This design comes from an exercise in tuning for small area and a short achievable clock period on the open sky130 flow, not from production work.
No functional check of the RTL was part of any run shown here.
No activity file was given, so power comes from the tool's default toggle rates.

## design/flow/design.v

```verilog
module sync_vg (
 input wire clk,
 input wire reset,
 input wire interlaced,
 input wire [11:0] v_total_0,
 input wire [11:0] v_fp_0,
 input wire [11:0] v_bp_0,
 input wire [11:0] v_sync_0,
 input wire [11:0] v_total_1,
 input wire [11:0] v_fp_1,
 input wire [11:0] v_bp_1,
 input wire [11:0] v_sync_1,
 input wire [11:0] h_total,
 input wire [11:0] h_fp,
 input wire [11:0] h_bp,
 input wire [11:0] h_sync,
 input wire [11:0] hv_offset_0,
 input wire [11:0] hv_offset_1,
 output reg vs_out,
 output reg hs_out,
 output reg de_out,
 output reg [12:0] v_count_out,
 output reg [11:0] h_count_out,
 output reg [11:0] x_out,
 output reg [12:0] y_out,
 output reg field_out
);
reg [11:0] h;
reg [11:0] v;
reg field;
wire [11:0] vt  = field ? v_total_1 : v_total_0;
wire [11:0] vfp = (interlaced & ~field) ? v_fp_1 : v_fp_0;
wire [11:0] vbp = field ? v_bp_1 : v_bp_0;
wire [11:0] vsy = field ? v_sync_1 : v_sync_0;
wire [11:0] hvo = field ? hv_offset_1 : hv_offset_0;
wire [12:0] hp1 = {1'b0, h} + 13'd1;
wire [12:0] vp1 = {1'b0, v} + 13'd1;
wire line_end = (hp1 == {1'b0, h_total});
wire frame_end = (vp1 == {1'b0, vt});
wire [11:0] hk = h_sync + h_bp;
wire [12:0] xd = {1'b0, h} - {1'b0, hk};       
wire [12:0] hu = {1'b0, h_total} + {1'b1, ~h_fp};  
wire h_de = ~xd[12] & (hu[12] | (h <= hu[11:0]));
wire [11:0] vk = vsy + vbp;
wire [12:0] yd = {1'b0, v} - {1'b0, vk};
wire [12:0] vu = {1'b0, vt} + {1'b1, ~vfp};
wire v_de = ~yd[12] & (vu[12] | (v <= vu[11:0]));
wire at_hvo = (h == hvo);
always @(posedge clk) begin
 if (reset) begin
  h <= 12'd0;
  v <= 12'd0;
  field <= 1'b0;
  vs_out <= 1'b0;
  hs_out <= 1'b0;
  de_out <= 1'b0;
  field_out <= 1'b0;
 end else begin
  h <= line_end ? 12'd0 : hp1[11:0];
  if (line_end)
   v <= frame_end ? 12'd0 : vp1[11:0];
  if (interlaced & line_end & frame_end)
   field <= ~field;
  hs_out <= (h < h_sync);
  de_out <= v_de & h_de;
  if ((v == 12'd0) & at_hvo)
   vs_out <= 1'b1;
  else if ((v == vsy) & at_hvo)
   vs_out <= 1'b0;
  h_count_out <= h;
  v_count_out <= field ? {1'b0, v} + {1'b0, v_total_0} : {1'b0, v};
  x_out <= xd[11:0];
  y_out <= interlaced ? {yd[11:0], field} : {1'b0, yd[11:0]};
  field_out <= field;
 end
end
endmodule
module pattern_vg (
 input wire reset,
 input wire clk_in,
 input wire [11:0] x,
 input wire [11:0] y,
 input wire vn_in, hn_in, dn_in,
 input wire [7:0] r_in, g_in, b_in,
 output reg vn_out, hn_out, den_out,
 output reg [7:0] r_out, g_out, b_out,
 input wire [11:0] total_active_pix,
 input wire [11:0] total_active_lines,
 input wire [7:0] pattern,
 input wire [19:0] ramp_step
);
reg [19:0] ramp;
wire x_last = ({1'b0, x} + 13'd1 == {1'b0, total_active_pix});
wire y_last = ({1'b0, y} + 13'd1 == {1'b0, total_active_lines});
wire x_first = (x == 12'd0);
wire border = dn_in & ((y == 12'd0) | x_first | x_last | y_last);
wire sel_in = (pattern == 8'd0) | ((pattern == 8'd1) & ~border);
wire sel_ff = ((pattern == 8'd1) & border) | ((pattern == 8'd2) & dn_in & x[0]) |
              ((pattern == 8'd3) & dn_in & y[0]);
wire sel_ramp = (pattern == 8'd4);
wire upd = ~pattern[7] & ~pattern[6] & ~pattern[5] & ~pattern[4] & ~pattern[3] &
           (~pattern[2] | (~pattern[1] & ~pattern[0]));
always @(posedge clk_in) begin
 vn_out <= vn_in;
 hn_out <= hn_in;
 den_out <= dn_in;
 if (reset)
  ramp <= 20'd0;
 else if (sel_ramp & dn_in)
  ramp <= x_last ? 20'd0 : x_first ? ramp_step : ramp + ramp_step;
 if (~reset & upd) begin
  r_out <= sel_in ? r_in : sel_ramp ? ramp[19:12] : {8{sel_ff}};
  g_out <= sel_in ? g_in : sel_ramp ? ramp[19:12] : {8{sel_ff}};
  b_out <= sel_in ? b_in : sel_ramp ? ramp[19:12] : {8{sel_ff}};
 end
end
endmodule
module video_gen (
  input  wire        clk,
  input  wire        reset,
  input  wire        interlaced,
  input  wire [11:0] v_total_0,
  input  wire [11:0] v_fp_0,
  input  wire [11:0] v_bp_0,
  input  wire [11:0] v_sync_0,
  input  wire [11:0] v_total_1,
  input  wire [11:0] v_fp_1,
  input  wire [11:0] v_bp_1,
  input  wire [11:0] v_sync_1,
  input  wire [11:0] h_total,
  input  wire [11:0] h_fp,
  input  wire [11:0] h_bp,
  input  wire [11:0] h_sync,
  input  wire [11:0] hv_offset_0,
  input  wire [11:0] hv_offset_1,
  input  wire [11:0] total_active_pix,
  input  wire [11:0] total_active_lines,
  input  wire [7:0]  pattern,
  input  wire [19:0] ramp_step,
  input  wire [7:0]  r_in,
  input  wire [7:0]  g_in,
  input  wire [7:0]  b_in,
  output wire [12:0] v_count_out,
  output wire [11:0] h_count_out,
  output wire [11:0] x_out,
  output wire [12:0] y_out,
  output wire        field_out,
  output wire        vs_out,
  output wire        hs_out,
  output wire        de_out,
  output wire [7:0]  r_out,
  output wire [7:0]  g_out,
  output wire [7:0]  b_out
);
wire vs_t, hs_t, de_t;
sync_vg i_sync_vg (
  .clk(clk),
  .reset(reset),
  .interlaced(interlaced),
  .v_total_0(v_total_0),
  .v_fp_0(v_fp_0),
  .v_bp_0(v_bp_0),
  .v_sync_0(v_sync_0),
  .v_total_1(v_total_1),
  .v_fp_1(v_fp_1),
  .v_bp_1(v_bp_1),
  .v_sync_1(v_sync_1),
  .h_total(h_total),
  .h_fp(h_fp),
  .h_bp(h_bp),
  .h_sync(h_sync),
  .hv_offset_0(hv_offset_0),
  .hv_offset_1(hv_offset_1),
  .vs_out(vs_t),
  .hs_out(hs_t),
  .de_out(de_t),
  .v_count_out(v_count_out),
  .h_count_out(h_count_out),
  .x_out(x_out),
  .y_out(y_out),
  .field_out(field_out)
);
pattern_vg i_pattern_vg (
  .reset(reset),
  .clk_in(clk),
  .x(x_out),
  .y(y_out[11:0]),
  .vn_in(vs_t),
  .hn_in(hs_t),
  .dn_in(de_t),
  .r_in(r_in),
  .g_in(g_in),
  .b_in(b_in),
  .vn_out(vs_out),
  .hn_out(hs_out),
  .den_out(de_out),
  .r_out(r_out),
  .g_out(g_out),
  .b_out(b_out),
  .total_active_pix(total_active_pix),
  .total_active_lines(total_active_lines),
  .pattern(pattern),
  .ramp_step(ramp_step)
);
endmodule
```

## design/flow/run.sh

```bash
#!/bin/bash
# synth_recipe.tcl (not shown) runs the flow's synth.tcl, then flattens the netlist and writes it again
# the make line also repeats each setting of config.mk as NAME=value (left out here)
make -C /OpenROAD-flow-scripts/flow DESIGN_CONFIG=/design/flow/config.mk WORK_HOME=/design/flow/orfs CLKGATE_MAP_FILE= SYNTH_SCRIPT=/design/flow/synth_recipe.tcl finish
```

## design/flow/config.mk

```make
export PLATFORM = sky130hd
export DESIGN_NAME = video_gen
export DESIGN_NICKNAME = video_gen
export VERILOG_FILES = /design/flow/design.v
export SDC_FILE = /design/flow/constraint.sdc
export NUM_CORES = 4
export LEC_CHECK = 0
export CAP_MARGIN = 20
export CORE_AREA = 2.3 2.72 207.7 207.12
export DIE_AREA = 0 0 210 210
export SLEW_MARGIN = 20
```

## design/flow/constraint.sdc

```tcl
create_clock -name core_clock -period 5.0 [get_ports {clk}]
set_input_delay 1.0000 -clock core_clock [delete_from_list [all_inputs] [get_ports {clk}]]
set_output_delay 1.0000 -clock core_clock [all_outputs]
set_load 0.01 [all_outputs]
```

==> results.txt, run 1 <==
outcome=timing/DRC/antenna clean; Yosys top cell by area=edfxtp_1; fill cell count=4,135; met3 WL=2407 µm; Vias/cell=5.114; RSZ-0062 raised after global routing=false; CTS tree=built; Synth Instances=1,424; root buffer cell=clkbuf_16; TritonCTS buffer count=17; ys async rst share=0%; Final WS setup=363.6 ps; Hold Buf Count CTS=0; global-route wire length before repair=between 60,000 and 70,000 µm; die height=between 200 and 250 µm; kind of start point of the critical path=primary input; commonest non-fill, non-tap cell in the layout=clkdlybuf4s50_1; post-route minimum period=4636 ps; wire length on met1=around 18,000 µm; Worst Max-Slew Pin Slew=842.4 ps; pwr dens=around 210 nW/µm²; area growth from synthesis to layout=38.15%; Wirelength per Cell=18.06 µm; IO Count=about 330; initial antenna violation count=1; post-layout instance area=17,390 µm²; total clock sinks=~130; final slew viol count=0; # diodes=0; DR vias=11,932; Critical Path AT=4980 ps; Pleak=slightly above 7 nW; Worst-Skew Late Latency=440 ps; element type at the critical path end=register; gpl congestion=slightly above 0.9; HP Class=register to register; Worst EP required=roughly 5300 ps; largest net degree at the start of global routing=35; Worst IR Drop VDD=~0.22 mV; maximum clock frequency=215.7 MHz; post-placement cell area=16,750 µm²; Top FF cell, synth=edfxtp_1; Reg clk slew, reported paths=roughly 60 ps; most frequent cells in the layout=clkdlybuf4s50_1, ha_1, nand2_1, xnor2_1, inv_1; total grt overflow=0; DP Worst Slack=-349.0 ps; die area=44,100 µm²; top sig layer=met5; ranking of synthesized cells by area=edfxtp_1, ha_1, dfxtp_1; CP max FO=5; hold_ws=328.6 ps; GRT Util Overall=18.90%; number of global-route vias before repair=between 10,000 and 15,000; worst rel slew slack=43.69%; DRC violations left=0; yosys warns=2; #FFs+latches synth=about 130; post-route ant nets=0; Total Nets Final=2,179; number of synthesized flops with an enable pin=74; CTS H-Tree Depth=4; area share of the largest cell type after synthesis=17.65%; # setup viols final=0; starting density of the core=30.07%; first-pass iteration count of the detailed router=5; final hold vios=0; Max Clock Skew=between 9 and 10 ps; final wirelength=42,140 µm; Post-Syn Area per Cell=approximately 9 µm²; Synth cell types=80; # Post-CTS Setup Buffers=0; Initial DRC Count=487; detailed-routed wire length on met2=slightly above 20,000 µm; DP HPWL=34,680 µm; Crit Path Class=primary input to register; Longest Clk Path Bufs=2; post-synthesis sequential area ratio=25.92%; mapped cell area=12,590 µm²; share of layout cells above drive strength 1=under 10%; Rows=75; die width=210 µm; port buffer count=~320; Net Count, Synth=1,822; Core Region=41,850 µm²; Tcrit/Tclk final=92.73%; max cap viols=0
## timing repair
| action | CTS | global route |
|---|---|---|
| hold endpoints to repair | 0 | 0 |
| gates resized for setup | 0 | 10 |
| setup endpoints to repair | 0 | 1 |
## synthesized netlist by cell type (all sizes together), types with 10 or more instances
cell type  number
a211oi         13
a21o           31
a21oi          98
and2           12
and3           13
buf            19
clkbuf         20
dfxtp          52
edfxtp         74
ha            143
inv           100
mux2           44
mux2i          42
nand2         108
nand2b         19
nand3          41
nand4          18
nor2           85
nor2b          16
nor3           34
nor4           17
o211ai         33
o21ai          79
o21bai         12
or2            10
or3            12
xnor2         101
xor2           61
## stage by stage
| stage | total power [mW] | instances | TNS, ps | utilization (%) |
|---|---|---|---|---|
| after CTS | 3.725 | 2333 | 0 | 41.46 |
| final | 3.698 | 2333 | 0 | 41.55 |
| after global routing | 3.897 | 2333 | 0 | 41.55 |
| after floorplan | 1.893 | 1424 | 0 | - |
| after global placement | 2.400 | 2301 | -114.7 | 40.03 |
| after detailed placement | 2.417 | 2301 | -349.0 | 40.03 |
## where the power goes
part / total (mW) / internal, mW / switching [mW]
registers: 1.24 / 1.16 / 0.0790
clock network: 1.30 / 0.782 / 0.515
logic: 1.16 / 0.637 / 0.524
total: 3.70 / 2.58 / 1.12
## flip-flops by register name, summed over array words and instances (netlist names)
| register | count |
|---|---|
| i_sync_vg.x_out | 12 |
| i_sync_vg.field_out | 1 |
| i_sync_vg.v | 12 |
| i_sync_vg.field | 1 |
| i_sync_vg.v_count_out | 13 |
| i_pattern_vg.ramp | 20 |
| i_sync_vg.y_out | 13 |
| i_pattern_vg.hn_out | 1 |
| i_sync_vg.h_count_out | 12 |
| i_sync_vg.de_out | 1 |
| i_sync_vg.h | 12 |
| i_pattern_vg.den_out | 1 |
| i_pattern_vg.b_out | 8 |
| i_sync_vg.vs_out | 1 |
| i_pattern_vg.g_out | 8 |
| i_pattern_vg.r_out | 8 |
| i_sync_vg.hs_out | 1 |
| i_pattern_vg.vn_out | 1 |
## worst paths after layout
check	from	endpoint	slack, ps	depth (start not counted)
max reg2reg	i_sync_vg.field	i_sync_vg.y_out[11]	630	18
max	interlaced	i_sync_vg.de_out	360	20
min	i_sync_vg.hs_out	i_pattern_vg.hn_out	330	0
min reg2reg	i_sync_vg.hs_out	i_pattern_vg.hn_out	330	0
## worst max-delay path: stages
cell	delay (ps)
clkdlybuf4s50_1	490
clkinv_1	90
nor2_1	120
buf_6	160
mux2_2	350
buf_4	140
fa_1	410
nor2b_1	140
o21ai_0	130
a21oi_1	250
nor2_1	80
xor2_1	150
ha_1	310
a211oi_2	190
nor2_1	70
nor3_1	180
o21bai_1	120
a221oi_2	300
a211oi_2	90
a2111oi_2	210
## layer usage
metal,up-vias,track usage (%)
li1,5925,-
met1,5610,23.29
met2,352,33.90
met3,43,3.576
met4,2,4.647
met5,-,0
## logic make-up (layout without fill, tap and decap cells)
family	after synthesis	count (layout)	share of synthesized area [%]
AOI/OAI and AO/OA	340	340	17.35
xor gates and xnor gates	170	170	12.71
adders and majority gates	152	152	15.57
buffers and inverters	140	510	4.463
DFF	126	126	25.92
muxes	86	86	7.306
and+or+nand+nor	410	410	16.68
## layout make-up
| class | count | area [µm²] | share of cell area [%] |
|---|---|---|---|
| timing repair buffer | 377 | 3657 | 21.03 |
| inverter | 101 | 379.1 | 2.180 |
| clock buffer | 18 | 429.2 | 2.468 |
| sequential | 126 | 3267 | 18.79 |
| clock inverter | 14 | 168.9 | 0.9714 |
| multi-input combinational | 1158 | 8813 | 50.68 |
| tap | 539 | 674.4 | 3.878 |
==> run 2, diff against run 1 <==
--- a/design/flow/design.v
+++ b/design/flow/design.v
@@ -23,34 +23,60 @@
  output reg [11:0] h_count_out,
  output reg [11:0] x_out,
  output reg [12:0] y_out,
- output reg field_out
-);
+ output reg field_out,
+ output wire [12:0] x_inc
+);
+function sum_zero;
+ input [11:0] a, b;
+ begin
+  sum_zero = ((a ^ b) == {(a[10:0] | b[10:0]), 1'b0});
+ end
+endfunction
+function sum_eq;
+ input [11:0] a, b, c;
+ reg [12:0] s, cy;
+ begin
+  s  = {1'b0, a} ^ {1'b0, b} ^ {1'b1, ~c};
+  cy = ({1'b0, a} & {1'b0, b}) | ({1'b0, a} & {1'b1, ~c}) | ({1'b0, b} & {1'b1, ~c});
+  sum_eq = &(s ^ {cy[11:0], 1'b0});
+ end
+endfunction
 reg [11:0] h;
 reg [11:0] v;
 reg field;
+reg lo_r, hi_r, vlo_r, vhi_r, le_d;
 wire [11:0] vt  = field ? v_total_1 : v_total_0;
 wire [11:0] vfp = (interlaced & ~field) ? v_fp_1 : v_fp_0;
 wire [11:0] vbp = field ? v_bp_1 : v_bp_0;
 wire [11:0] vsy = field ? v_sync_1 : v_sync_0;
 wire [11:0] hvo = field ? hv_offset_1 : hv_offset_0;
+wire h0 = ~|h;
 wire [12:0] hp1 = {1'b0, h} + 13'd1;
+wire line_end = (hp1 == {1'b0, h_total});
+assign x_inc = {1'b0, x_out} + 13'd1;
+wire [11:0] nk = ~h_sync + ~h_bp + 12'd2;           
+wire lo = h0 ? sum_zero(h_sync, h_bp) : (lo_r | (&x_out));    
+wire hi = h0 | (hi_r & ~sum_eq(h, h_fp, h_total));    
+wire v0 = ~|v;
 wire [12:0] vp1 = {1'b0, v} + 13'd1;
-wire line_end = (hp1 == {1'b0, h_total});
 wire frame_end = (vp1 == {1'b0, vt});
-wire [11:0] hk = h_sync + h_bp;
-wire [12:0] xd = {1'b0, h} - {1'b0, hk};       
-wire [12:0] hu = {1'b0, h_total} + {1'b1, ~h_fp};  
-wire h_de = ~xd[12] & (hu[12] | (h <= hu[11:0]));
-wire [11:0] vk = vsy + vbp;
-wire [12:0] yd = {1'b0, v} - {1'b0, vk};
-wire [12:0] vu = {1'b0, vt} + {1'b1, ~vfp};
-wire v_de = ~yd[12] & (vu[12] | (v <= vu[11:0]));
+wire [11:0] yd_old = interlaced ? y_out[12:1] : y_out[11:0];
+wire [11:0] nkv = ~vsy + ~vbp + 12'd2;               
+wire [11:0] yd = v0 ? nkv : yd_old + 12'd1;
+wire vlo = v0 ? sum_zero(vsy, vbp) : (vlo_r | (le_d & (&yd_old)));
+wire vhi = v0 | (vhi_r & ~(le_d & sum_eq(v, vfp, vt)));
+wire v_en = v0 | le_d;
 wire at_hvo = (h == hvo);
 always @(posedge clk) begin
+ lo_r <= lo;
+ hi_r <= hi;
+ vlo_r <= vlo;
+ vhi_r <= vhi;
  if (reset) begin
   h <= 12'd0;
   v <= 12'd0;
   field <= 1'b0;
+  le_d <= 1'b0;
   vs_out <= 1'b0;
   hs_out <= 1'b0;
   de_out <= 1'b0;
@@ -61,16 +87,19 @@
    v <= frame_end ? 12'd0 : vp1[11:0];
   if (interlaced & line_end & frame_end)
    field <= ~field;
+  le_d <= line_end;
   hs_out <= (h < h_sync);
-  de_out <= v_de & h_de;
-  if ((v == 12'd0) & at_hvo)
+  de_out <= lo & hi & vlo & vhi;
+  if (v0 & at_hvo)
    vs_out <= 1'b1;
   else if ((v == vsy) & at_hvo)
    vs_out <= 1'b0;
   h_count_out <= h;
-  v_count_out <= field ? {1'b0, v} + {1'b0, v_total_0} : {1'b0, v};
-  x_out <= xd[11:0];
-  y_out <= interlaced ? {yd[11:0], field} : {1'b0, yd[11:0]};
+  x_out <= h0 ? nk : x_inc[11:0];
+  if (v_en) begin
+   v_count_out <= v0 ? (field ? {1'b0, v_total_0} : 13'd0) : v_count_out + 13'd1;
+   y_out <= interlaced ? {yd, field} : {1'b0, yd};
+  end
   field_out <= field;
  end
 end
@@ -79,6 +108,7 @@
  input wire reset,
  input wire clk_in,
  input wire [11:0] x,
+ input wire [12:0] x_inc,
  input wire [11:0] y,
  input wire vn_in, hn_in, dn_in,
  input wire [7:0] r_in, g_in, b_in,
@@ -90,7 +120,7 @@
  input wire [19:0] ramp_step
 );
 reg [19:0] ramp;
-wire x_last = ({1'b0, x} + 13'd1 == {1'b0, total_active_pix});
+wire x_last = (x_inc == {1'b0, total_active_pix});
 wire y_last = ({1'b0, y} + 13'd1 == {1'b0, total_active_lines});
 wire x_first = (x == 12'd0);
 wire border = dn_in & ((y == 12'd0) | x_first | x_last | y_last);
@@ -98,8 +128,7 @@
 wire sel_ff = ((pattern == 8'd1) & border) | ((pattern == 8'd2) & dn_in & x[0]) |
               ((pattern == 8'd3) & dn_in & y[0]);
 wire sel_ramp = (pattern == 8'd4);
-wire upd = ~pattern[7] & ~pattern[6] & ~pattern[5] & ~pattern[4] & ~pattern[3] &
-           (~pattern[2] | (~pattern[1] & ~pattern[0]));
+wire upd = (pattern[7:3] == 5'd0) & (~pattern[2] | (pattern[1:0] == 2'd0));
 always @(posedge clk_in) begin
  vn_out <= vn_in;
  hn_out <= hn_in;
@@ -153,6 +182,7 @@
   output wire [7:0]  b_out
 );
 wire vs_t, hs_t, de_t;
+wire [12:0] x_inc;
 sync_vg i_sync_vg (
   .clk(clk),
   .reset(reset),
@@ -178,12 +208,14 @@
   .h_count_out(h_count_out),
   .x_out(x_out),
   .y_out(y_out),
-  .field_out(field_out)
+  .field_out(field_out),
+  .x_inc(x_inc)
 );
 pattern_vg i_pattern_vg (
   .reset(reset),
   .clk_in(clk),
   .x(x_out),
+  .x_inc(x_inc),
   .y(y_out[11:0]),
   .vn_in(vs_t),
   .hn_in(hs_t),
==> run 2 against run 1 <==
  * Final cell count fell by 5.9%
  * First-iteration DRC count rose by 39%
  * Via count fell by 7.6%
  * Clock power rose by 5%
  * Clock skew rose by 1.8 ps
  * Global-route usage fell by 1.1 points
  * Combinational power fell by 12%
  * Wire length fell by 5.9%
==> results.txt, run 2 <==
Pleak=6.422 nW (-9.0%); Crit Path Class=primary input to register; ys async rst share=0% (unchanged); # diodes=0 (unchanged); post-synthesis adder-cell area fraction=13.50% (-2.1 points); CTS H-Tree Depth=4 (unchanged); Longest Clk Path Bufs=2 (unchanged); most frequent cells in the layout=clkdlybuf4s50_1, inv_1, xnor2_1, nand2_1, ha_1; Wirelength per Cell=18.06 µm (about the same); worst rel slew slack=35.98% (-7.7 points); total grt overflow=0 (unchanged); Worst-Skew Late Latency=450 ps (about the same); HP Class=register to register; DP HPWL=31,710 µm (-8.5%); GR Layer Usage met1=23.09% (-0.20 points); #FFs+latches synth=131 (+4.0%); die height=210 µm (unchanged); post-CTS resize count=0 (unchanged); setup total negative slack=0 ps (unchanged); Final WS setup=947.8 ps (+584.2 ps); outcome=timing/DRC/antenna clean; yosys warns=2 (unchanged); mux cell area share after synthesis=7.147% (-0.16 points); Net Count, Synth=1,712 (-6.0%); pwr dens=225.4 nW/µm² (+6.0%); final hold vios=0 (unchanged); Critical Path AT=4250 ps (-730 ps); largest net degree at the start of global routing=32 (-8.6%); CP max FO=4 (-1); Tcrit/Tclk final=81.04% (-12 points); Rows=75 (unchanged); max cap viols=0 (unchanged); CTS tree=built; final slew viol count=0 (unchanged); total clock sinks=131 (+4.0%); post-synthesis sequential area ratio=28.09% (+2.2 points); maximum clock frequency=246.8 MHz (+14%); RSZ-0062 raised after global routing=false; post-route ant nets=0 (unchanged); Top FF cell, synth=edfxtp_1; global-route wire length before repair=61,070 µm (-5.7%); most used routing layer=met2; Worst IR Drop VDD=0.1526 mV (-30%); initial antenna violation count=2 (+1); final cell count without fillers=2,196 (-5.9%); port buffer count=324 (unchanged); commonest non-fill, non-tap cell in the layout=clkdlybuf4s50_1; Synth cell types=75 (-6.3%); mapped cell area=11,970 µm² (-4.9%); area share of the largest cell type after synthesis=18.56% (+0.90 points); Worst EP required=5200 ps (-140 ps); Post-Syn Area per Cell=8.856 µm² (+0.20%); Yosys top cell by area=edfxtp_1; fill cell count=4,223 (+2.1%); Post-Synth XOR/XNOR Area=12.87% (+0.16 points); GRT met2 Usage=30.08% (-3.8 points); IO Count=325 (unchanged); GRT Util Overall=17.83% (-1.1 points); share of layout cells above drive strength 1=4.647% (-4.0 points); Top reg by flops=i_pattern_vg.ramp; max FFs per register=20 (unchanged); post-synthesis compound-gate area fraction=15.62% (-1.7 points); Vias/cell=5.020 (-1.9%); starting density of the core=28.61% (-1.5 points); most frequent cell after synthesis=inv_1; hold_ws=327.2 ps (-1.397 ps); registers with the most flip-flops=i_pattern_vg.ramp: 20 flops, i_sync_vg.v_count_out: 13 flops, i_sync_vg.y_out: 13 flops; number of global-route vias before repair=10,977 (-8.1%); grt met3 use=3.918% (+0.34 points); top cells by count, synth=inv_1, xnor2_1, nand2_1; Reg clk slew, reported paths=70 ps (about the same); post-layout util=39.04% (-2.5 points); cell count after placement=2,164 (-6.0%); largest family of logic cells by synthesized area=simple AND/OR/NAND/NOR gates; TritonCTS buffer count=17 (unchanged); Initial DRC Count=679 (+39%); DR vias=11,023 (-7.6%); Core Region=41,850 µm² (unchanged); post-route minimum period=4052 ps (-584.2 ps); Total Nets Final=2,004 (-8.0%); ranking of synthesized cells by area=edfxtp_1, dfxtp_1, ha_1; first-pass iteration count of the detailed router=5 (unchanged); Worst Max-Slew Pin Slew=960.3 ps (+117.9 ps); DRC violations left=0 (unchanged); Hold Buf Count CTS=0 (unchanged); final wirelength=39,660 µm (-5.9%); number of synthesized flops with an enable pin=74 (unchanged); # setup viols final=0 (unchanged); Synth Instances=1,352 (-5.1%); kind of start point of the critical path=primary input; element type at the critical path end=register; area growth from synthesis to layout=36.46%; # Post-CTS Setup Buffers=0 (unchanged); Synth Area in Simple Gates=16.68% (about the same); die area=44,100 µm² (unchanged); gpl congestion=0.8954 (-3.3%); DP Worst Slack=506.3 ps (+855.3 ps); die width=210 µm (unchanged); Pwr Total=3.682 mW (-0.44%); post-layout instance area=16,340 µm² (-6.0%); post-placement cell area=15,720 µm² (-6.2%); root buffer cell=clkbuf_16; Max Clock Skew=10.87 ps (+1.822 ps)
[run 2: cell types whose count changed after synthesis, sizes merged, moves of 11 or more]
| cell | change |
|---|---|
| inv | +19 |
| nor3 | -11 |
| nor2 | -15 |
| o21ai | -19 |
| ha | -57 |
| mux2i | +30 |
| fa | +19 |
| and3 | +13 |
| clkbuf | +25 |
| a21oi | -18 |
| mux2 | -34 |
| a21o | -12 |
[run 2: path summary, 6_finish.rpt]
check	from	endpoint	slack, ps	cells past startpoint
worst max-delay path	v_sync_1[3]	i_sync_vg.y_out[12]	950	12
worst min-delay path	i_sync_vg.hs_out	i_pattern_vg.hn_out	330	0
worst max register to register	i_sync_vg.field	i_sync_vg.y_out[12]	1280	11
worst min register to register	i_sync_vg.hs_out	i_pattern_vg.hn_out	330	0
[run 2: layout make-up]
cell class | count | area, µm² | area share [%]
inverters | 119 | 446.7 | 2.734
clock inverters | 14 | 177.7 | 1.087
repair buffers | 338 | 3343 | 20.46
well taps | 539 | 674.4 | 4.127
clock buffers | 18 | 439.2 | 2.688
flip-flops and latches | 131 | 3367 | 20.61
multi-input cells | 1037 | 7891 | 48.30
[run 2: cell families after synthesis]
| logic type | after synthesis |
|---|---|
| AOI/OAI and AO/OA | 292 |
| xor gates and xnor gates | 165 |
| adders and majority gates | 113 |
| buffers and inverters | 184 |
| DFF | 131 |
| muxes | 83 |
| and+or+nand+nor | 384 |
[run 2: power by group]
| part | internal [mW] | switching (mW) | total [mW] |
|---|---|---|---|
| Combinational | 0.547 | 0.474 | 1.02 |
| Sequential | 1.20 | 0.101 | 1.30 |
| Clock | 0.803 | 0.557 | 1.36 |
| Total | 2.55 | 1.13 | 3.68 |
[run 2: worst max-delay path, stage by stage]
cell and delay, ps:
clkdlybuf4s50_1 390, mux2i_1 430, ha_1 340, ha_1 340, nor2b_1 140, o21ai_0 220
a21boi_0 170, o21a_1 210, o41ai_1 480, o21ai_0 240, xnor2_1 170, o21ai_0 90
[run 2: metal layers]
layer	up-vias	part of all wire (%)
li1	5449	-
met5	-	0.083
met4	4	1.6
met3	48	6.0
met2	352	47
met1	5170	45
==> run 3, diff against run 2 <==
==> design/flow/flow/run.sh (new file) <==
#!/bin/bash
set -euo pipefail
export BUFFER_PORTS_ARGS="-buffer_cell sky130_fd_sc_hd__buf_1"
bash standard.sh > standard_flow.log 2>&1
==> design/flow/standard.sh (new file) <==
#!/bin/bash
# synth_recipe.tcl (not shown) runs the flow's synth.tcl, then flattens the netlist and writes it again
# the make line also repeats each setting of config.mk as NAME=value (left out here)
make -C /OpenROAD-flow-scripts/flow DESIGN_CONFIG=/design/flow/config.mk WORK_HOME=/design/flow/orfs CLKGATE_MAP_FILE= SYNTH_SCRIPT=/design/flow/synth_recipe.tcl "${@:-finish}"
removed: design/flow/run.sh
==> run 3 against run 2 <==
  * Still clean on timing, DRC and antenna
  * Sequential power barely moved
  * Flip-flop and latch count did not move
  * Hold slack improved by 6.0 ps
  * Register-to-register slack got worse by 150 ps
  * Worst setup slack improved by 180 ps
  * Fmax rose by 4.7%
  * Area after synthesis did not move
  * Design area fell by 12%
  * Critical path type is now register to register
  * Largest cell class unchanged
==> results.txt, run 3 <==
Vias/cell=5.053 (+0.66%); Top FF cell, synth=edfxtp_1; Core Region=41,850 µm² (unchanged); area occupied by multi-input gates=7891 µm² (unchanged); commonest non-fill, non-tap cell in the layout=buf_1; gpl congestion=0.9306 (+3.9%); final cell count without fillers=2,196 (unchanged); number of global-route vias before repair=10,837 (-1.3%); root buffer cell=clkbuf_16; largest net degree at the start of global routing=33 (+3.1%); maximum clock frequency=258.4 MHz (+4.7%); Synth cell types=75 (unchanged); Worst Max-Slew Pin Slew=1009 ps (+48.74 ps); most frequent cell after synthesis=inv_1; DR vias=11,096 (+0.66%); CTS tree=built; max cap viols=0 (unchanged); cell family with most CP delay=compound AO/OA/AOI/OAI gates; Crit Path Class=register to register; CTS H-Tree Depth=4 (unchanged); ranking of synthesized cells by area=edfxtp_1, dfxtp_1, ha_1; Worst-Skew Late Latency=480 ps (+30 ps); Reg area=3367 µm² (unchanged); final wirelength=38,730 µm (-2.4%); total clock sinks=131 (unchanged); IO Count=325 (unchanged); Worst IR Drop VDD=0.1829 mV (+20%); Longest Clk Path Bufs=2 (unchanged); Yosys top cell by area=edfxtp_1; Buf/Inv on CP=0 (-1); post-layout util=34.17% (-4.9 points); Tcrit/Tclk final=77.39% (-3.7 points); critical path cell sequence=mux2i_1 > ha_1 > ha_1 > nor2b_1 > o21ai_0 > a21boi_0 > o21a_1 > o41ai_1 > o21ai_0 > xnor2_1 > o21ai_0; fill cell count=4,393 (+4.0%); setup total negative slack=0 ps (unchanged); global-route wire length before repair=59,090 µm (-3.2%); Critical Path AT=4100 ps (-150 ps); Slowest-stage cell, CP=mux2i_1; Net Count, Synth=1,712 (unchanged); final hold vios=0 (unchanged); die height=210 µm (unchanged); CP max stage delay=580 ps (+100 ps); GRT Util Overall=17.47% (-0.36 points); ys async rst share=0% (unchanged); Total Nets Final=2,004 (unchanged); Wirelength per Cell=17.64 µm (-2.4%); Post-Syn Area per Cell=8.856 µm² (unchanged); total grt overflow=0 (unchanged); Initial DRC Count=849 (+25%); most frequent cells in the layout=buf_1, inv_1, xnor2_1, nand2_1, ha_1; CP max FO=17 (+13); yosys warns=2 (unchanged); area share of the largest cell type after synthesis=18.56% (unchanged); DRC violations left=0 (unchanged); outcome=timing/DRC/antenna clean; Rows=75 (unchanged); Worst EP required=5230 ps (+30 ps); first-pass iteration count of the detailed router=5 (unchanged); worst rel slew slack=32.38% (-3.6 points); max FFs per register=20 (unchanged); # setup viols final=0 (unchanged); element type at the critical path end=register; # Post-CTS Setup Buffers=0 (unchanged); port buffer count=324 (unchanged); # diodes=0 (unchanged); top cells by count, synth=inv_1, xnor2_1, nand2_1; post-route ant nets=0 (unchanged); starting density of the core=28.61% (unchanged); initial antenna violation count=2 (unchanged); Max Clock Skew=12.67 ps (+1.806 ps); HP Class=register to register; Reg clk slew, reported paths=60 ps (about the same); hold_ws=333.2 ps (+6.030 ps); Top reg by flops=i_pattern_vg.ramp; RSZ-0062 raised after global routing=false; DP HPWL=31,020 µm (-2.2%); Hold Buf Count CTS=0 (unchanged); die width=210 µm (unchanged); kind of start point of the critical path=register; die area=44,100 µm² (unchanged); post-route minimum period=3870 ps (-182.7 ps); post-synthesis sequential area ratio=28.09% (unchanged); Pwr Total=3.458 mW (-6.1%); registers with the most flip-flops=i_pattern_vg.ramp: 20 flops, i_sync_vg.v_count_out: 13 flops, i_sync_vg.y_out: 13 flops; mapped cell area=11,970 µm² (unchanged); pwr dens=241.8 nW/µm² (+7.3%); post-CTS resize count=0 (unchanged); final slew viol count=0 (unchanged); CP most frequent cell=o21ai_0; area growth from synthesis to layout=19.44%; share of layout cells above drive strength 1=4.587% (-0.060 points); #FFs+latches synth=131 (unchanged); TritonCTS buffer count=17 (unchanged); number of synthesized flops with an enable pin=74 (unchanged); cell count after placement=2,164 (unchanged); Pleak=5.550 nW (-14%); Synth Instances=1,352 (unchanged)
[run 3: layout make-up]
class / instances / area share, %
clock inverters: 10 / 0.6474
flip-flops and latches: 131 / 23.54
well taps: 539 / 4.716
multi-input cells: 1037 / 55.18
repair buffers: 338 / 9.248
clock buffers: 22 / 3.543
inverters: 119 / 3.123
[run 3: report_power, final]
part,leakage [nW],internal (mW),switching [mW],total (mW)
Sequential,1.24,1.20,0.101,1.30
Clock,0.294,0.768,0.536,1.30
Combinational,4.02,0.372,0.478,0.850
Total,5.55,2.34,1.12,3.46
[run 3: path summary, 6_finish.rpt]
kind	to	startpoint	slack, ps	cells after the start
worst min-delay path	i_pattern_vg.hn_out	i_sync_vg.hs_out	330	0
worst max register to register	i_sync_vg.y_out[12]	i_sync_vg.field	1130	11
worst min register to register	i_pattern_vg.hn_out	i_sync_vg.hs_out	330	0
worst max-delay path	i_sync_vg.y_out[12]	i_sync_vg.field	1130	11
[run 3: kinds of logic (layout without fill, tap and decap cells)]
group	after synthesis	in the layout	synth area share, %
muxes	83	83	7.147
AOI/OAI and AO/OA	292	292	15.62
adders and majority gates	113	113	13.50
DFF	131	131	28.09
and+or+nand+nor	384	384	16.68
buffers and inverters	184	489	6.092
xor gates and xnor gates	165	165	12.87
[run 3: through the flow]
stage | instance area (µm²) | setup WS [ps]
finish | 14300 | 1130
floorplan | 11970 | 585.7
global placement | 13700 | 791.8
CTS | 14300 | 1110
detailed placement | 13700 | 687.5
global route | 14300 | 784.8
[run 3: routing by layer]
| layer | track usage, % | routed length (µm) |
|---|---|---|
| met1 | 22.17 | 17580 |
| met2 | 29.36 | 18330 |
| met3 | 3.740 | 2082 |
| met4 | 6.114 | 697 |
| met5 | 0 | 43 |
==> run 4, diff against run 3 <==
--- a/design/flow/design.v
+++ b/design/flow/design.v
@@ -60,10 +60,17 @@
 wire v0 = ~|v;
 wire [12:0] vp1 = {1'b0, v} + 13'd1;
 wire frame_end = (vp1 == {1'b0, vt});
-wire [11:0] yd_old = interlaced ? y_out[12:1] : y_out[11:0];
 wire [11:0] nkv = ~vsy + ~vbp + 12'd2;               
-wire [11:0] yd = v0 ? nkv : yd_old + 12'd1;
-wire vlo = v0 ? sum_zero(vsy, vbp) : (vlo_r | (le_d & (&yd_old)));
+wire [12:0] y_cy;
+assign y_cy[0] = ~interlaced;
+assign y_cy[1] = interlaced | y_out[0];
+genvar gi;
+generate for (gi = 2; gi <= 12; gi = gi + 1) begin : ycarry
+ assign y_cy[gi] = y_cy[gi-1] & y_out[gi-1];
+end endgenerate
+wire [12:0] y_inc = y_out ^ {y_cy[12] & interlaced, y_cy[11:0]};
+wire y_ones = (&y_out[11:1]) & (interlaced ? y_out[12] : y_out[0]);
+wire vlo = v0 ? sum_zero(vsy, vbp) : (vlo_r | (le_d & y_ones));
 wire vhi = v0 | (vhi_r & ~(le_d & sum_eq(v, vfp, vt)));
 wire v_en = v0 | le_d;
 wire at_hvo = (h == hvo);
@@ -98,7 +105,7 @@
   x_out <= h0 ? nk : x_inc[11:0];
   if (v_en) begin
    v_count_out <= v0 ? (field ? {1'b0, v_total_0} : 13'd0) : v_count_out + 13'd1;
-   y_out <= interlaced ? {yd, field} : {1'b0, yd};
+   y_out <= v0 ? (interlaced ? {nkv, field} : {1'b0, nkv}) : y_inc;
   end
   field_out <= field;
  end
@@ -121,7 +128,9 @@
 );
 reg [19:0] ramp;
 wire x_last = (x_inc == {1'b0, total_active_pix});
-wire y_last = ({1'b0, y} + 13'd1 == {1'b0, total_active_lines});
+wire [12:0] yl_a = {1'b0, total_active_lines};
+wire [12:0] yl_b = {1'b1, ~y};
+wire y_last = ((yl_a ^ yl_b) == {(yl_a[11:0] | yl_b[11:0]), 1'b0});
 wire x_first = (x == 12'd0);
 wire border = dn_in & ((y == 12'd0) | x_first | x_last | y_last);
 wire sel_in = (pattern == 8'd0) | ((pattern == 8'd1) & ~border);
@@ -136,7 +145,7 @@
  if (reset)
   ramp <= 20'd0;
  else if (sel_ramp & dn_in)
-  ramp <= x_last ? 20'd0 : x_first ? ramp_step : ramp + ramp_step;
+  ramp <= x_last ? 20'd0 : (x_first ? 20'd0 : ramp) + ramp_step;
  if (~reset & upd) begin
   r_out <= sel_in ? r_in : sel_ramp ? ramp[19:12] : {8{sel_ff}};
   g_out <= sel_in ? g_in : sel_ramp ? ramp[19:12] : {8{sel_ff}};
--- a/design/flow/config.mk
+++ b/design/flow/config.mk
@@ -8,4 +8,5 @@
 export CAP_MARGIN = 20
 export CORE_AREA = 2.3 2.72 207.7 207.12
 export DIE_AREA = 0 0 210 210
+export SETUP_SLACK_MARGIN = 2.6
 export SLEW_MARGIN = 20
==> run 4 against run 3 <==
  * Combinational power up 42%
  * Clock power down 6%
  * Via count down 1.7%
==> results.txt, run 4 <==
outcome=timing/DRC/antenna clean; Vias/cell=4.882 (-3.4%); largest net degree at the start of global routing=39 (+18%); total grt overflow=0 (unchanged); setup total negative slack=0 ps (unchanged); commonest non-fill, non-tap cell in the layout=buf_1; Critical Path AT=3700 ps (-400 ps); element type at the critical path end=register; post-layout util=41.45% (+7.3 points); GRT Util Overall=17.93% (+0.46 points); R2R Path End=i_pattern_vg.ramp[19]; registers with the most flip-flops=i_pattern_vg.ramp: 20 flops, i_sync_vg.v_count_out: 13 flops, i_sync_vg.y_out: 13 flops; number of global-route vias before repair=10,898 (+0.56%); kind of start point of the critical path=register; starting density of the core=27.35% (-1.3 points); Setup crit start=i_sync_vg.x_out[1]; RSZ-0062 raised after global routing=true; post-route minimum period=3327 ps (-542.1 ps); total clock sinks=131 (unchanged); Top reg by flops=i_pattern_vg.ramp; Hold Buf Count CTS=0 (unchanged); port buffer count=324 (unchanged); Yosys top cell by area=edfxtp_1; die width=210 µm (unchanged); max FFs per register=20 (unchanged); DP Worst Slack=1247 ps (+559.6 ps); maximum clock frequency=300.5 MHz (+16%); worst rel slew slack=47.70% (+15 points); Tcrit/Tclk final=66.55% (-11 points); IO Count=325 (unchanged); fill cell count=4,016 (-8.6%); Crit Path Class=register to register; CP max FO=5 (-12); die height=210 µm (unchanged); Pleak=6.813 nW (+23%); met3 WL=2555 µm (+23%); Hold Startpoint=i_sync_vg.hs_out; root buffer cell=clkbuf_16; final slew viol count=0 (unchanged); Worst-Skew Late Latency=460 ps (-20 ps); number of synthesized flops with an enable pin=74 (unchanged); area growth from synthesis to layout=51.55%; Core Region=41,850 µm² (unchanged); Synth cell types=72 (-4.0%); CTS H-Tree Depth=4 (unchanged); mapped cell area=11,450 µm² (-4.4%); Rows=75 (unchanged); Longest Clk Path Bufs=2 (unchanged); hold_ws=332.1 ps (-1.144 ps); Final WS setup=1673 ps (+542.1 ps); post-route ant nets=0 (unchanged); ys async rst share=0% (unchanged); final hold vios=0 (unchanged); die area=44,100 µm² (unchanged); cell count after placement=2,049 (-5.3%); Reg area=3401 µm² (+1.0%); CTS tree=built; Wirelength per Cell=18.37 µm (+4.2%); Worst Max-Slew Pin Slew=773.5 ps (-235.5 ps); top cells by count, synth=ha_1, inv_1, xnor2_1; global-route wire length before repair=60,980 µm (+3.2%); Post-Syn Area per Cell=9.322 µm² (+5.3%); Net Count, Synth=1,609 (-6.0%); area share of the largest cell type after synthesis=19.41% (+0.85 points); first-pass iteration count of the detailed router=5 (unchanged); Total Nets Final=2,064 (+3.0%); detailed-routed wire length on met2=19,990 µm (+9.1%); yosys warns=2 (unchanged); pwr dens=213.7 nW/µm² (-12%); DR vias=10,912 (-1.7%); Worst IR Drop VDD=0.2317 mV (+27%); Register-to-Register Setup Slack=1670 ps (+540 ps); final cell count without fillers=2,235 (+1.8%); share of layout cells above drive strength 1=30.13% (+26 points); post-synthesis sequential area ratio=29.38% (+1.3 points); top sig layer=met4; Top FF cell, synth=edfxtp_1; ranking of synthesized cells by area=edfxtp_1, ha_1, dfxtp_1; Hold Path Sink=i_pattern_vg.hn_out; initial antenna violation count=0 (-2); max cap viols=0 (unchanged); Synth Instances=1,228 (-9.2%); wire length on met1=17,670 µm (+0.52%); final wirelength=41,070 µm (+6.0%); # setup viols final=0 (unchanged); most frequent cell after synthesis=ha_1; hold depth=0 (unchanged); TritonCTS buffer count=17 (unchanged); FF-to-FF path depth=17 (+6); R2R Path Start=i_sync_vg.x_out[1]; gpl congestion=0.8696 (-6.6%); Initial DRC Count=605 (-29%); #FFs+latches synth=131 (unchanged); area occupied by multi-input gates=9418 µm² (+19%); Reg clk slew, reported paths=60 ps (about the same); # diodes=0 (unchanged); HP Class=register to register; DP HPWL=29,590 µm (-4.6%); DRC violations left=0 (unchanged); Worst EP required=5370 ps (+140 ps); most frequent cells in the layout=buf_1, buf_4, xnor2_1, inv_1, edfxtp_1; Max Clock Skew=11.70 ps (-0.9769 ps)
-- run 4: changes by cell type after synthesis, sizes merged, moves of 11 or more --
cell / change
a21o: +29
inv: -20
nand2: -24
xnor2: -11
nand3: +11
clkbuf: -18
and2: +11
o211ai: -34
mux2i: -15
ha: +21
-- run 4: routing by layer --
| layer | global-route usage [%] | up-vias |
|---|---|---|
| li1 | - | 5283 |
| met1 | 23.09 | 5214 |
| met2 | 30.31 | 366 |
| met3 | 3.561 | 49 |
| met4 | 5.527 | 0 |
| met5 | 0 | - |
-- run 4: worst max-delay path, cell delays in order (launching register included) --
cell and delay [ps]:
edfxtp_1 430, inv_1 90, ha_2 160, nor4b_4 190
nand3_2 130, buf_8 160, buf_6 130, and2_4 160
ha_4 230, and3_4 180, and3_4 140, a22oi_2 160
nand3_2 120, a21oi_2 200, a21oi_2 80, xnor2_1 210
mux2_4 330, o31ai_2 160
-- run 4: stage by stage --
step	total power, mW	area [µm²]
after CTS	3.572	16220
after detailed placement	2.189	13990
after global routing	3.883	17350
final	3.707	17350
after global placement	2.174	13990
after floorplan	1.890	12470
-- run 4: worst max path at each step --
stage / endpoint / slack, ps / cells after the start
CTS: i_pattern_vg.ramp[19] / 1630 / 17
finish: i_pattern_vg.ramp[19] / 1670 / 17
global route: i_pattern_vg.ramp[19] / 1490 / 17
floorplan: i_sync_vg.y_out[12] / 1410 / 18
detailed placement: i_sync_vg.y_out[10] / 1250 / 13
global placement: i_sync_vg.de_out / 1270 / 13
-- run 4: report_power, final --
| group | internal [mW] | total, mW | switching (mW) |
|---|---|---|---|
| Clock | 0.684 | 1.22 | 0.540 |
| Combinational | 0.595 | 1.21 | 0.615 |
| Sequential | 1.20 | 1.27 | 0.0752 |
| Total | 2.48 | 3.71 | 1.23 |
-- run 4: cells by family (layout without fill, tap and decap cells) --
logic type	Yosys count	count (layout)	synth area share (%)
multiplexers	72	72	6.460
AND/OR/NAND/NOR	343	344	15.63
flip-flops	131	131	29.38
AO/OA/AOI/OAI	237	237	13.29
XOR/XNOR	161	161	13.66
buffers and inverters	150	617	5.159
adder cells (fa/ha/maj)	134	134	16.42
-- run 4: cell type report --
type	count	area share (%)
multi-input combinational	948	54.29
sequential	131	19.60
timing repair buffer	485	16.48
tap	539	3.887
inverter	100	2.517
clock buffer	17	2.452
clock inverter	15	0.7717
-- run 4: repair_timing --
item	CTS	global route
cloned	4	2
endpoints found under the setup margin	156	170
setup buffers	93	55
pin swaps	78	95
gates resized for setup	180	139
==> run 5, diff against run 4 <==
--- a/design/flow/config.mk
+++ b/design/flow/config.mk
@@ -8,5 +8,4 @@
 export CAP_MARGIN = 20
 export CORE_AREA = 2.3 2.72 207.7 207.12
 export DIE_AREA = 0 0 210 210
-export SETUP_SLACK_MARGIN = 2.6
 export SLEW_MARGIN = 20
==> run 5 against run 4 <==
  * Total power decreased by 9.6%
  * Area after synthesis unchanged
  * Fmax decreased by 20%
  * Utilization decreased by 8.4 points
  * Design area decreased by 20%
  * Sequential share of layout area increased by 4.8 points
  * Count of clock-buffer cells in the layout unchanged
  * Flip-flop and latch count unchanged
  * Sequential power about the same
  * Critical path type unchanged
  * Critical endpoint is now i_pattern_vg.ramp[18]
==> results.txt, run 5 <==
P_int=2.292 mW (-7.4%); Longest Clk Path Bufs=2 (unchanged); Sw Pwr=1.059 mW (-14%); final slew viol count=0 (unchanged); final hold vios=0 (unchanged); final wirelength=36,590 µm (-11%); post-CTS resize count=0 (-100%); Top reg by flops=i_pattern_vg.ramp; die height=210 µm (unchanged); CTS tree=built; Worst EP required=5380 ps (about the same); post-placement cell area=13,230 µm² (-5.5%); post-route ant nets=0 (unchanged); ranking of synthesized cells by area=edfxtp_1, ha_1, dfxtp_1; DR vias=10,063 (-7.8%); Pleak=5.667 nW (-17%); Reg clk slew, reported paths=70 ps (about the same); CTS H-Tree Depth=4 (unchanged); # Post-CTS Setup Buffers=0 (-100%); # setup viols final=0 (unchanged); commonest non-fill, non-tap cell in the layout=buf_1; Net Count, Synth=1,609 (unchanged); GRT Util Overall=16.45% (-1.5 points); Post-Syn Area per Cell=9.322 µm² (unchanged); pwr dens=242.6 nW/µm² (+14%); gpl congestion=0.8653 (-0.49%); CP most frequent cell=o21ai_0; Synth Instances=1,228 (unchanged); combinational fraction of design power=23.5% (-9.2 points); global-route wire length before repair=55,460 µm (-9.0%); post-synthesis sequential area ratio=29.38% (unchanged); number of synthesized flops with an enable pin=74 (unchanged); Core Region=41,850 µm² (unchanged); Yosys top cell by area=edfxtp_1; Wirelength per Cell=17.53 µm (-4.6%); area share of the largest cell type after synthesis=19.41% (unchanged); mapped cell area=11,450 µm² (unchanged); final cell count without fillers=2,087 (-6.6%); Worst Max-Slew Pin Slew=950.1 ps (+176.6 ps); ys async rst share=0% (unchanged); total grt overflow=0 (unchanged); area growth from synthesis to layout=20.66%; first-pass iteration count of the detailed router=5 (unchanged); yosys warns=2 (unchanged); outcome=timing/DRC/antenna clean; CP max stage delay=490 ps (+60 ps); Pwr Total=3.351 mW (-9.6%); post-layout util=33.00% (-8.4 points); fill cell count=4,369 (+8.8%); Hold Buf Count CTS=0 (unchanged); Vias/cell=4.822 (-1.2%); HP Class=register to register; Top FF cell, synth=edfxtp_1; #FFs+latches synth=131 (unchanged); die area=44,100 µm² (unchanged); Sw Ratio=31.60% (-1.6 points); starting density of the core=27.35% (unchanged); root buffer cell=clkbuf_16; largest net degree at the start of global routing=39 (unchanged); Worst IR Drop VDD=0.2501 mV (+7.9%); TritonCTS buffer count=17 (unchanged); top cells by count, synth=ha_1, inv_1, xnor2_1; Register-to-Register Setup Slack=860 ps (-810 ps); Synth cell types=72 (unchanged); most frequent cell after synthesis=ha_1; Max Clock Skew=10.18 ps (-1.520 ps); initial antenna violation count=1 (+1); DP HPWL=29,860 µm (+0.89%); die width=210 µm (unchanged); kind of start point of the critical path=register; CP max FO=21 (+16); Worst-Skew Late Latency=440 ps (-20 ps); most frequent cells in the layout=buf_1, ha_1, inv_1, xnor2_1, nand2_1; IO Count=325 (unchanged); register share of total power=38.4% (+4.1 points); max cap viols=0 (unchanged); Total Nets Final=1,915 (-7.2%); worst rel slew slack=36.48% (-11 points); DRC violations left=0 (unchanged); post-route minimum period=4138 ps (+811.1 ps); setup total negative slack=0 ps (unchanged); Initial DRC Count=836 (+38%); post-layout instance area=13,810 µm² (-20%); total clock sinks=131 (unchanged); RSZ-0062 raised after global routing=false; Tcrit/Tclk final=82.77% (+16 points); share of layout cells above drive strength 1=5.171% (-25 points); critical path cell sequence=inv_1 > ha_1 > nor4b_1 > nand3_1 > buf_4 > and2_1 > fa_1 > a21oi_1 > o21ai_0 > a21oi_1 > o21ai_0 > a31o_2 > a31oi_1 > o21ai_0 > nor4_1 > a211o_1; Critical Path AT=4520 ps (+820 ps); max FFs per register=20 (unchanged); Crit Path Class=register to register; number of global-route vias before repair=9,938 (-8.8%); maximum clock frequency=241.6 MHz (-20%); Clk network pwr share=38.1% (+5.1 points); Rows=75 (unchanged); element type at the critical path end=register; Slowest-stage cell, CP=edfxtp_1; registers with the most flip-flops=i_pattern_vg.ramp: 20 flops, i_sync_vg.v_count_out: 13 flops, i_sync_vg.y_out: 13 flops; port buffer count=324 (unchanged); cell count after placement=2,054 (+0.24%)
-- run 5: layout make-up --
cell class                      instances  area [µm²]  share of cell area [%]
Multi-Input combinational cell        947        7496                   54.27
Sequential cell                       131        3367                   24.38
Timing Repair Buffer                  337        1315                   9.521
Tap cell                              539       674.4                   4.883
Clock buffer                           17       425.4                   3.080
Inverter                              100       375.4                   2.718
Clock inverter                         15       156.4                   1.132
Antenna cell                            1       2.502                 0.01812
-- run 5: kinds of logic (layout without fill, tap and decap cells) --
kind of cell,after synthesis,after routing,share of synthesized area (%)
multiplexers,72,72,6.460
buffers and inverters,150,469,5.159
AND/OR/NAND/NOR,343,343,15.63
XOR/XNOR,161,161,13.66
adder cells (fa/ha/maj),134,134,16.42
other,0,1,0
flip-flops,131,131,29.38
AO/OA/AOI/OAI,237,237,13.29
-- run 5: final timing paths --
path	start	end	cells past startpoint
max	i_sync_vg.x_out[0]	i_pattern_vg.ramp[18]	16
min	i_sync_vg.hs_out	i_pattern_vg.hn_out	0
max reg2reg	i_sync_vg.x_out[0]	i_pattern_vg.ramp[18]	16
min reg2reg	i_sync_vg.hs_out	i_pattern_vg.hn_out	0
-- run 5: metal layers --
layer	part of all wire, %	track usage [%]
met2	47	27.38
met3	5.9	2.995
met1	45	21.70
met5	0	0
met4	2.3	5.062
-- run 5: power groups by stage --
stage | sequential [mW] | clock, mW | combinational (mW)
3_3_place_gp | 1.31 | 0 | 0.779
5_1_grt | 1.29 | 1.36 | 0.888
6_report | 1.29 | 1.28 | 0.789
2_1_floorplan | 1.29 | 0 | 0.520
4_1_cts | 1.29 | 1.31 | 0.796
3_5_place_dp | 1.31 | 0 | 0.790
-- run 5: critical path: cells and delay by family, from the launching register on --
family                     cells  cell delay, ps
AOI/OAI and AO/OA              8            1820
and+or+nand+nor                4             850
adders and majority gates      2             560
DFF                            1             490
buffers and inverters          2             360
-- run 5: stage by stage --
step / hold WS, ps / setup WS [ps]
floorplan: 309.6 / 856.9
global placement: 312.0 / 954.9
detailed placement: 313.2 / 915.7
CTS: 331.2 / 927.8
global route: 328.0 / 562.3
finish: 322.7 / 861.5
==> run 6, diff against run 5 <==
--- a/design/flow/design.v
+++ b/design/flow/design.v
@@ -23,15 +23,8 @@
  output reg [11:0] h_count_out,
  output reg [11:0] x_out,
  output reg [12:0] y_out,
- output reg field_out,
- output wire [12:0] x_inc
-);
-function sum_zero;
- input [11:0] a, b;
- begin
-  sum_zero = ((a ^ b) == {(a[10:0] | b[10:0]), 1'b0});
- end
-endfunction
+ output reg field_out
+);
 function sum_eq;
  input [11:0] a, b, c;
  reg [12:0] s, cy;
@@ -45,36 +38,40 @@
 reg [11:0] v;
 reg field;
 reg lo_r, hi_r, vlo_r, vhi_r, le_d;
+reg il;
+reg [11:0] nk_r, nkv0_r, nkv1_r;
 wire [11:0] vt  = field ? v_total_1 : v_total_0;
-wire [11:0] vfp = (interlaced & ~field) ? v_fp_1 : v_fp_0;
-wire [11:0] vbp = field ? v_bp_1 : v_bp_0;
+wire [11:0] vfp = (il & ~field) ? v_fp_1 : v_fp_0;
 wire [11:0] vsy = field ? v_sync_1 : v_sync_0;
 wire [11:0] hvo = field ? hv_offset_1 : hv_offset_0;
+wire [11:0] nkv = field ? nkv1_r : nkv0_r;           
 wire h0 = ~|h;
 wire [12:0] hp1 = {1'b0, h} + 13'd1;
 wire line_end = (hp1 == {1'b0, h_total});
-assign x_inc = {1'b0, x_out} + 13'd1;
-wire [11:0] nk = ~h_sync + ~h_bp + 12'd2;           
-wire lo = h0 ? sum_zero(h_sync, h_bp) : (lo_r | (&x_out));    
+wire [12:0] x_inc = {1'b0, x_out} + 13'd1;
+wire lo = h0 ? ~|nk_r : (lo_r | (&x_out));           
 wire hi = h0 | (hi_r & ~sum_eq(h, h_fp, h_total));    
 wire v0 = ~|v;
 wire [12:0] vp1 = {1'b0, v} + 13'd1;
 wire frame_end = (vp1 == {1'b0, vt});
-wire [11:0] nkv = ~vsy + ~vbp + 12'd2;               
 wire [12:0] y_cy;
-assign y_cy[0] = ~interlaced;
-assign y_cy[1] = interlaced | y_out[0];
+assign y_cy[0] = ~il;
+assign y_cy[1] = il | y_out[0];
 genvar gi;
 generate for (gi = 2; gi <= 12; gi = gi + 1) begin : ycarry
  assign y_cy[gi] = y_cy[gi-1] & y_out[gi-1];
 end endgenerate
-wire [12:0] y_inc = y_out ^ {y_cy[12] & interlaced, y_cy[11:0]};
-wire y_ones = (&y_out[11:1]) & (interlaced ? y_out[12] : y_out[0]);
-wire vlo = v0 ? sum_zero(vsy, vbp) : (vlo_r | (le_d & y_ones));
-wire vhi = v0 | (vhi_r & ~(le_d & sum_eq(v, vfp, vt)));
+wire [12:0] y_inc = y_out ^ {y_cy[12] & il, y_cy[11:0]};
+wire y_ones = (&y_out[11:1]) & (il ? y_out[12] : y_out[0]);
+wire vlo = v0 ? ~|nkv : (vlo_r | (le_d & y_ones));   
+wire vhi = v0 | (vhi_r & ~(le_d & sum_eq(v, vfp, vt)));   
 wire v_en = v0 | le_d;
 wire at_hvo = (h == hvo);
 always @(posedge clk) begin
+ il <= interlaced;
+ nk_r <= ~h_sync + ~h_bp + 12'd2;
+ nkv0_r <= ~v_sync_0 + ~v_bp_0 + 12'd2;
+ nkv1_r <= ~v_sync_1 + ~v_bp_1 + 12'd2;
  lo_r <= lo;
  hi_r <= hi;
  vlo_r <= vlo;
@@ -92,7 +89,7 @@
   h <= line_end ? 12'd0 : hp1[11:0];
   if (line_end)
    v <= frame_end ? 12'd0 : vp1[11:0];
-  if (interlaced & line_end & frame_end)
+  if (il & line_end & frame_end)
    field <= ~field;
   le_d <= line_end;
   hs_out <= (h < h_sync);
@@ -102,10 +99,10 @@
   else if ((v == vsy) & at_hvo)
    vs_out <= 1'b0;
   h_count_out <= h;
-  x_out <= h0 ? nk : x_inc[11:0];
+  x_out <= h0 ? nk_r : x_inc[11:0];
   if (v_en) begin
    v_count_out <= v0 ? (field ? {1'b0, v_total_0} : 13'd0) : v_count_out + 13'd1;
-   y_out <= v0 ? (interlaced ? {nkv, field} : {1'b0, nkv}) : y_inc;
+   y_out <= v0 ? (il ? {nkv, field} : {1'b0, nkv}) : y_inc;
   end
   field_out <= field;
  end
@@ -115,7 +112,6 @@
  input wire reset,
  input wire clk_in,
  input wire [11:0] x,
- input wire [12:0] x_inc,
  input wire [11:0] y,
  input wire vn_in, hn_in, dn_in,
  input wire [7:0] r_in, g_in, b_in,
@@ -126,8 +122,15 @@
  input wire [7:0] pattern,
  input wire [19:0] ramp_step
 );
-reg [19:0] ramp;
-wire x_last = (x_inc == {1'b0, total_active_pix});
+reg [11:0] ramp_lo;
+reg [7:0] ramp_hi;
+reg ramp_c;
+wire [12:0] lo_sum = {1'b0, ramp_lo} + {1'b0, ramp_step[11:0]};
+wire [7:0] hi_sum = ramp_hi + ramp_step[19:12] + {7'd0, ramp_c};
+wire [7:0] ramp_q = ramp_hi + {7'd0, ramp_c};        
+wire [12:0] xl_a = {1'b0, total_active_pix};
+wire [12:0] xl_b = {1'b1, ~x};
+wire x_last = ((xl_a ^ xl_b) == {(xl_a[11:0] | xl_b[11:0]), 1'b0});
 wire [12:0] yl_a = {1'b0, total_active_lines};
 wire [12:0] yl_b = {1'b1, ~y};
 wire y_last = ((yl_a ^ yl_b) == {(yl_a[11:0] | yl_b[11:0]), 1'b0});
@@ -142,14 +145,29 @@
  vn_out <= vn_in;
  hn_out <= hn_in;
  den_out <= dn_in;
- if (reset)
-  ramp <= 20'd0;
- else if (sel_ramp & dn_in)
-  ramp <= x_last ? 20'd0 : (x_first ? 20'd0 : ramp) + ramp_step;
+ if (reset) begin
+  ramp_lo <= 12'd0;
+  ramp_hi <= 8'd0;
+  ramp_c <= 1'b0;
+ end else if (sel_ramp & dn_in) begin
+  if (x_last) begin
+   ramp_lo <= 12'd0;
+   ramp_hi <= 8'd0;
+   ramp_c <= 1'b0;
+  end else if (x_first) begin
+   ramp_lo <= ramp_step[11:0];
+   ramp_hi <= ramp_step[19:12];
+   ramp_c <= 1'b0;
+  end else begin
+   ramp_lo <= lo_sum[11:0];
+   ramp_hi <= hi_sum;
+   ramp_c <= lo_sum[12];
+  end
+ end
  if (~reset & upd) begin
-  r_out <= sel_in ? r_in : sel_ramp ? ramp[19:12] : {8{sel_ff}};
-  g_out <= sel_in ? g_in : sel_ramp ? ramp[19:12] : {8{sel_ff}};
-  b_out <= sel_in ? b_in : sel_ramp ? ramp[19:12] : {8{sel_ff}};
+  r_out <= sel_in ? r_in : sel_ramp ? ramp_q : {8{sel_ff}};
+  g_out <= sel_in ? g_in : sel_ramp ? ramp_q : {8{sel_ff}};
+  b_out <= sel_in ? b_in : sel_ramp ? ramp_q : {8{sel_ff}};
  end
 end
 endmodule
@@ -191,7 +209,6 @@
   output wire [7:0]  b_out
 );
 wire vs_t, hs_t, de_t;
-wire [12:0] x_inc;
 sync_vg i_sync_vg (
   .clk(clk),
   .reset(reset),
@@ -217,14 +234,12 @@
   .h_count_out(h_count_out),
   .x_out(x_out),
   .y_out(y_out),
-  .field_out(field_out),
-  .x_inc(x_inc)
+  .field_out(field_out)
 );
 pattern_vg i_pattern_vg (
   .reset(reset),
   .clk_in(clk),
   .x(x_out),
-  .x_inc(x_inc),
   .y(y_out[11:0]),
   .vn_in(vs_t),
   .hn_in(hs_t),
==> run 6 against run 5 <==
  * Final cell count grew 11%
  * Sequential power up 39%
  * Sequential share of layout area rose by 1.8 points
  * Largest cell class unchanged
  * Still clean on timing, DRC and antenna
==> results.txt, run 6 <==
cell count after placement=2,287 (+11%); fill cell count=4,284 (-1.9%); post-route ant nets=0 (unchanged); CP most frequent cell=ha_1; Worst IR Drop VDD=0.2271 mV (-9.2%); CTS H-Tree Depth=4 (unchanged); Synth Instances=1,469 (+20%); CTS tree=built; Core Region=41,850 µm² (unchanged); GRT Util Overall=17.80% (+1.3 points); Rows=75 (unchanged); Crit Path Class=register to register; yosys warns=2 (unchanged); # setup viols final=0 (unchanged); post-placement cell area=15,160 µm² (+15%); registers with the most flip-flops=i_sync_vg.v_count_out: 13 flops, i_sync_vg.y_out: 13 flops; first-pass iteration count of the detailed router=5 (unchanged); P_int=2.936 mW (+28%); post-route minimum period=3767 ps (-371.9 ps); CP max FO=16 (-24%); Worst-Skew Late Latency=460 ps (+20 ps); Top FF cell, synth=dfxtp_1; largest net degree at the start of global routing=52 (+33%); Synth cell types=79 (+9.7%); number of synthesized flops with an enable pin=74 (unchanged); Sw Ratio=32.82% (+1.2 points); port buffer count=324 (unchanged); Total Nets Final=2,183 (+14%); die width=210 µm (unchanged); area share of the largest cell type after synthesis=16.52% (-2.9 points); Register-to-Register Setup Slack=1230 ps (+370 ps); DRC violations left=0 (unchanged); Longest Clk Path Bufs=2 (unchanged); cell family with most CP delay=adder cells; root buffer cell=clkbuf_16; mapped cell area=13,450 µm² (+18%); final cell count without fillers=2,320 (+11%); Worst EP required=5220 ps (-160 ps); most frequent cells in the layout=buf_1, inv_1, ha_1, nand2_1, nor2_1; die area=44,100 µm² (unchanged); pwr dens=276.8 nW/µm² (+14%); initial antenna violation count=1 (unchanged); area growth from synthesis to layout=17.36%; critical path cell sequence=inv_1 > ha_1 > inv_1 > ha_1 > ha_1 > ha_1 > ha_1 > ha_1 > ha_1 > ha_1 > ha_1 > ha_1 > ha_1 > ha_1 > nand3b_1 > o21ai_0 > a32o_1; element type at the critical path end=register; IO Count=325 (unchanged); Reg clk slew, reported paths=70 ps (about the same); post-synthesis sequential area ratio=30.65% (+1.3 points); final slew viol count=0 (unchanged); global-route wire length before repair=61,800 µm (+11%); outcome=timing/DRC/antenna clean; RSZ-0062 raised after global routing=false; Hold Buf Count CTS=0 (unchanged); DR vias=11,773 (+17%); ranking of synthesized cells by area=edfxtp_1, dfxtp_1, ha_1; TritonCTS buffer count=17 (unchanged); Tcrit/Tclk final=75.33% (-7.4 points); Post-Syn Area per Cell=9.158 µm² (-1.8%); total clock sinks=169 (+29%); DP HPWL=31,750 µm (+6.3%); Sw Pwr=1.434 mW (+35%); total grt overflow=0 (unchanged); most frequent cell after synthesis=inv_1; # Post-CTS Setup Buffers=0 (unchanged); Initial DRC Count=781 (-6.6%); setup total negative slack=0 ps (unchanged); Buf/Inv on CP=2 (unchanged); starting density of the core=32.14% (+4.8 points); top cells by count, synth=inv_1, ha_1, nand2_1; Vias/cell=5.075 (+5.2%); combinational fraction of design power=27.0% (+3.5 points); post-layout instance area=15,790 µm² (+14%); Max Clock Skew=10.32 ps (+0.1444 ps); Wirelength per Cell=16.92 µm (-3.5%); hold_ws=359.0 ps (+36.29 ps); Slowest-stage cell, CP=dfxtp_1; #FFs+latches synth=169 (+29%); final hold vios=0 (unchanged); Yosys top cell by area=edfxtp_1; Critical Path AT=3990 ps (-530 ps); worst rel slew slack=34.72% (-1.8 points); Net Count, Synth=1,885 (+17%); ys async rst share=0% (unchanged); die height=210 µm (unchanged); kind of start point of the critical path=register; post-layout util=37.72% (+4.7 points); commonest non-fill, non-tap cell in the layout=buf_1; Clk network pwr share=32.1% (-6.0 points); HP Class=register to register; maximum clock frequency=265.5 MHz (+9.9%); post-CTS resize count=0 (unchanged); number of global-route vias before repair=11,815 (+19%); Pleak=6.598 nW (+16%); max cap viols=0 (unchanged); register share of total power=40.9% (+2.5 points); share of layout cells above drive strength 1=5.056% (-0.12 points); Worst Max-Slew Pin Slew=979.3 ps (+29.14 ps); CP max stage delay=490 ps (about the same); gpl congestion=0.8730 (+0.89%); final wirelength=39,250 µm (+7.3%)
## run 6: final cells by class
cell class	instances	area, µm²	area share [%]
antenna	1	2.502	0.01585
clock buffer	22	518.0	3.281
clock inverter	10	100.1	0.6340
inverter	160	600.6	3.804
multi-input combinational	1086	8481	53.71
sequential	169	4128	26.14
tap	539	674.4	4.271
timing repair buffer	333	1285	8.139
## run 6: power groups by stage
| stage | Clock, mW | Sequential [mW] | Combinational [mW] |
|---|---|---|---|
| global placement | 0 | 1.82 | 1.15 |
| global route | 1.49 | 1.81 | 1.33 |
| detailed placement | 0 | 1.82 | 1.17 |
| CTS | 1.44 | 1.79 | 1.18 |
| finish | 1.40 | 1.79 | 1.18 |
| floorplan | 0 | 1.78 | 0.816 |
## run 6: per-stage QoR
stage               setup slack [ps]  total power, mW
finish                          1233            4.370
CTS                             1258            4.414
detailed placement              1276            2.995
global placement                1364            2.963
floorplan                       1343            2.596
global route                    1035            4.626
## run 6: cells by family after synthesis
logic type / share of synthesized area [%]
adders and majority gates: 17.39
xor gates and xnor gates: 10.92
DFF: 30.65
buffers and inverters: 6.473
AOI/OAI and AO/OA: 11.75
and+or+nand+nor: 16.88
muxes: 5.934
## run 6: per-layer routing
layer  GRT usage [%]  vias to the layer above  wire (µm)
met5               0                        -         13
met4           6.603                        2        891
met3           3.233                       60       2078
met2           30.63                      346      19170
met1           22.25                     5595      17090
li1                -                     5770          -
## run 6: final timing paths
kind / from / endpoint / depth (start not counted)
setup / recovery: i_sync_vg.il / i_sync_vg.y_out[12] / 17
hold / removal: i_sync_vg.hs_out / i_pattern_vg.hn_out / 0
setup reg to reg: i_sync_vg.il / i_sync_vg.y_out[12] / 17
hold reg to reg: i_sync_vg.hs_out / i_pattern_vg.hn_out / 0

afterwards: timing with drivers on the ports:
No port has a modelled driver above. Below, the same layouts with a new extraction and two added sets of constraints. Step 1 assumes that a clkbuf_16 drives the clock port and a buf_2 every other input. Step 2 times the ports against the registers' clock, not the clock port: input delays grow and output delays shrink by t, the midpoint of the rising clock arrivals with the driver on. a / b / c = ideal ports / drivers / drivers and shift; a / b = the first two.
run | t, ns | slack for setup (ns) | clock arrival spread, ns
run 1 | 0.491 | 0.364 / 0.271 / -0.220 | 0.010 / 0.010
run 2 | 0.496 | 0.948 / 0.976 / 0.479 | 0.011 / 0.011
run 3 | 0.530 | 1.130 / 1.130 / 0.672 | 0.015 / 0.015
run 4 | 0.500 | 1.673 / 1.673 / 1.304 | 0.014 / 0.014
run 5 | 0.482 | 0.862 / 0.862 / 0.862 | 0.011 / 0.010
run 6 | 0.505 | 1.233 / 1.233 / 1.233 | 0.012 / 0.012
With both steps, setup timing fails in run 1, where it was met with ideal ports. For run 1, which loses most, drivers alone change the setup slack by -0.093 ns; drivers and shift together by -0.584 ns.
